Background: an optimization exercise with open tools, aiming at small area. Do not read the settings as production practice. In this exercise RTL edits were held to simulation tests only and were not proved equivalent to the original. Power and IR drop assume default switching activity. The clock port is modelled as an ideal driver; clocking choices that lean on that would not hold on a real chip.

Setup of job 9981:
// tpu
module tpu #(parameter N = 4, parameter K = 8) (
    input  logic s_clk,
    input  logic s_rst_n,
    input  logic s_update,
    input  logic s_in,
    output logic s_out
);
Size: roughly 1600 cells after synthesis, ~1300 flip-flops, about 5 I/O pins.
clock: 6.0 ns
lec_check: 0
cap_margin: 20
core_margin: 2
core_utilization: 40
gpl_timing_driven: 0
place_density: 0.6
slew_margin: 20
standard.sh (not shown) runs the stock make flow with config.mk's settings and CLKGATE_MAP_FILE= SYNTH_SCRIPT=/design/flow/synth_recipe.tcl, a recipe that flattens the netlist after the stock synthesis.
==> flow/flow/run.sh <==
#!/bin/bash
# The standard layout, with the clock tree built without dummy loads.
set -euo pipefail
bash standard.sh finish \
  "CTS_ARGS=-sink_clustering_enable -repair_clock_nets -dont_use_dummy_load -sink_clustering_size 32 -sink_clustering_max_diameter 80 -buf_list sky130_fd_sc_hd__clkbuf_16" \
  > make_finish.log 2>&1
Job 9981 did not stop at any stage, and its layout met the timing, design-rule and antenna checks.
--- input diff job 9981..job 5481 ---
==> flow/flow/run.sh <==
#!/bin/bash
# The standard layout, with the clock tree built without dummy loads.
set -euo pipefail
bash standard.sh finish \
  "CTS_ARGS=-sink_clustering_enable -repair_clock_nets -dont_use_dummy_load -sink_clustering_size 36 -sink_clustering_max_diameter 60 -buf_list sky130_fd_sc_hd__clkbuf_16" \
  > make_finish.log 2>&1
--- a/flow/config.mk
+++ b/flow/config.mk
@@ -11 +10,0 @@
-export GPL_TIMING_DRIVEN = 0
Notes after the runs:
- No run among job 9981 and job 5481 stopped early or left any final violation; all are clean.
- Between job 9981 and job 5481, the source-to-sink clock delay at the later pin of the worst-skew pair does not differ in any meaningful way.
- Final total power grows by a few percent when moving from job 9981 to job 5481.
- Job 5481 vs job 9981: total via count after detailed routing down slightly
- Side by side, minimum setup slack among reg-to-reg paths turned out higher in job 5481 than in job 9981.
- Per the comparison of job 5481 with job 9981, number of buffers inserted during clock tree synthesis grew by 25, cell depth of the worst flop-to-flop path shrank by 2.
- Compared with job 9981, in job 5481 relative area change from synthesis to final layout roughly the same, sequential cell area share barely changed, count of flip-flops with a built-in enable after synthesis was more or less identical.
- Number of clock buffers in the layout: job 5481 vs job 9981 up about 50%
- Max wire length of the first global-routing pass across job 9981 and job 5481: job 9981
The inputs of job 9036 differ from those of job 5481 as listed below.
==> flow/flow/run.sh <==
#!/bin/bash
# The standard layout, with the clock tree built without dummy loads.
set -euo pipefail
bash standard.sh finish \
  "CTS_ARGS=-sink_clustering_enable -repair_clock_nets -dont_use_dummy_load -sink_clustering_size 32 -sink_clustering_max_diameter 80 -buf_list sky130_fd_sc_hd__clkbuf_16" \
  > make_finish.log 2>&1
--- a/flow/config.mk
+++ b/flow/config.mk
@@ -10,2 +10,2 @@
-export CORE_UTILIZATION = 40
-export PLACE_DENSITY = 0.6
+export CORE_UTILIZATION = 60
+export PLACE_DENSITY = 0.75
### Flow results
- Per the comparison of job 9036 with job 5481, total routed wirelength went up by 3.0 mm, non-clock buffer count went down by 1.
- The clock input transition at the sequential cells of the worst setup and hold paths of job 9036 exceeds that of job 5481 by 0.02 ns.
- Compared with job 5481, in job 9036 remaining antenna violation count held, part of the power in combinational logic comparable.
- Summary of job 9036 over job 5481: proportion of layout cells with a drive suffix above 1 went down by 1.4 points; area inside the core boundary fell about 34%.
Here is what was changed in the inputs of job 5626 compared with job 9036.
--- a/flow/config.mk
+++ b/flow/config.mk
@@ -10,2 +10,2 @@
-export CORE_UTILIZATION = 60
-export PLACE_DENSITY = 0.75
+export CORE_UTILIZATION = 40
+export PLACE_DENSITY = 0.6
### Flow results
Detailed route wirelength on metal3 shrinks by a few percent when moving from job 9036 to job 5626. Job 5626 vs. job 9036: number of sinks driven by the clock tree shows no meaningful change, register-to-register slack shows an increase of 0.17 ns. Count of buffers from port buffering came out exactly the same in job 9036 and job 5626. Going from job 9036 to job 5626, area overhead of the layout relative to synthesis climbed 1.4 points; horizontal die dimension climbed 22%; total power after layout climbed 0.65%. On total die area, the lower figure sits with job 9036, not job 5626.

==> re-timing with driven ports <==
In the flow no input, the clock included, has a driving cell. The finished layouts below were timed again as built, in two steps.
Step 1: set_driving_cell puts a clkbuf_16 on s_clk and a buf_2 on each other input, an assumption about the parent block.
Step 2 moves the port delays by t, midway between the first and last clock arrival at a register: inputs arrive t later, outputs are due t later. That takes back most of the time a late clock gives input paths.
a / b / c = ideal ports / drivers / drivers and shift; a / b = the first two.
run | t (ns) | setup WS [ns] | worst hold slack (ns) | slew at the worst register clock pin (ns)
job 9981 | 0.645 | 1.562 / 1.562 / 1.562 | 0.334 / 0.334 / 0.334 | 0.11 / 0.11
job 5481 | 0.661 | 1.768 / 1.768 / 1.768 | 0.305 / 0.305 / 0.305 | 0.12 / 0.12
job 9036 | 0.643 | 1.590 / 1.590 / 1.590 | 0.261 / 0.261 / 0.261 | 0.12 / 0.12
job 5626 | 0.661 | 1.756 / 1.756 / 1.756 | 0.329 / 0.329 / 0.329 | 0.11 / 0.11
After both steps setup and hold are still met in every run listed.
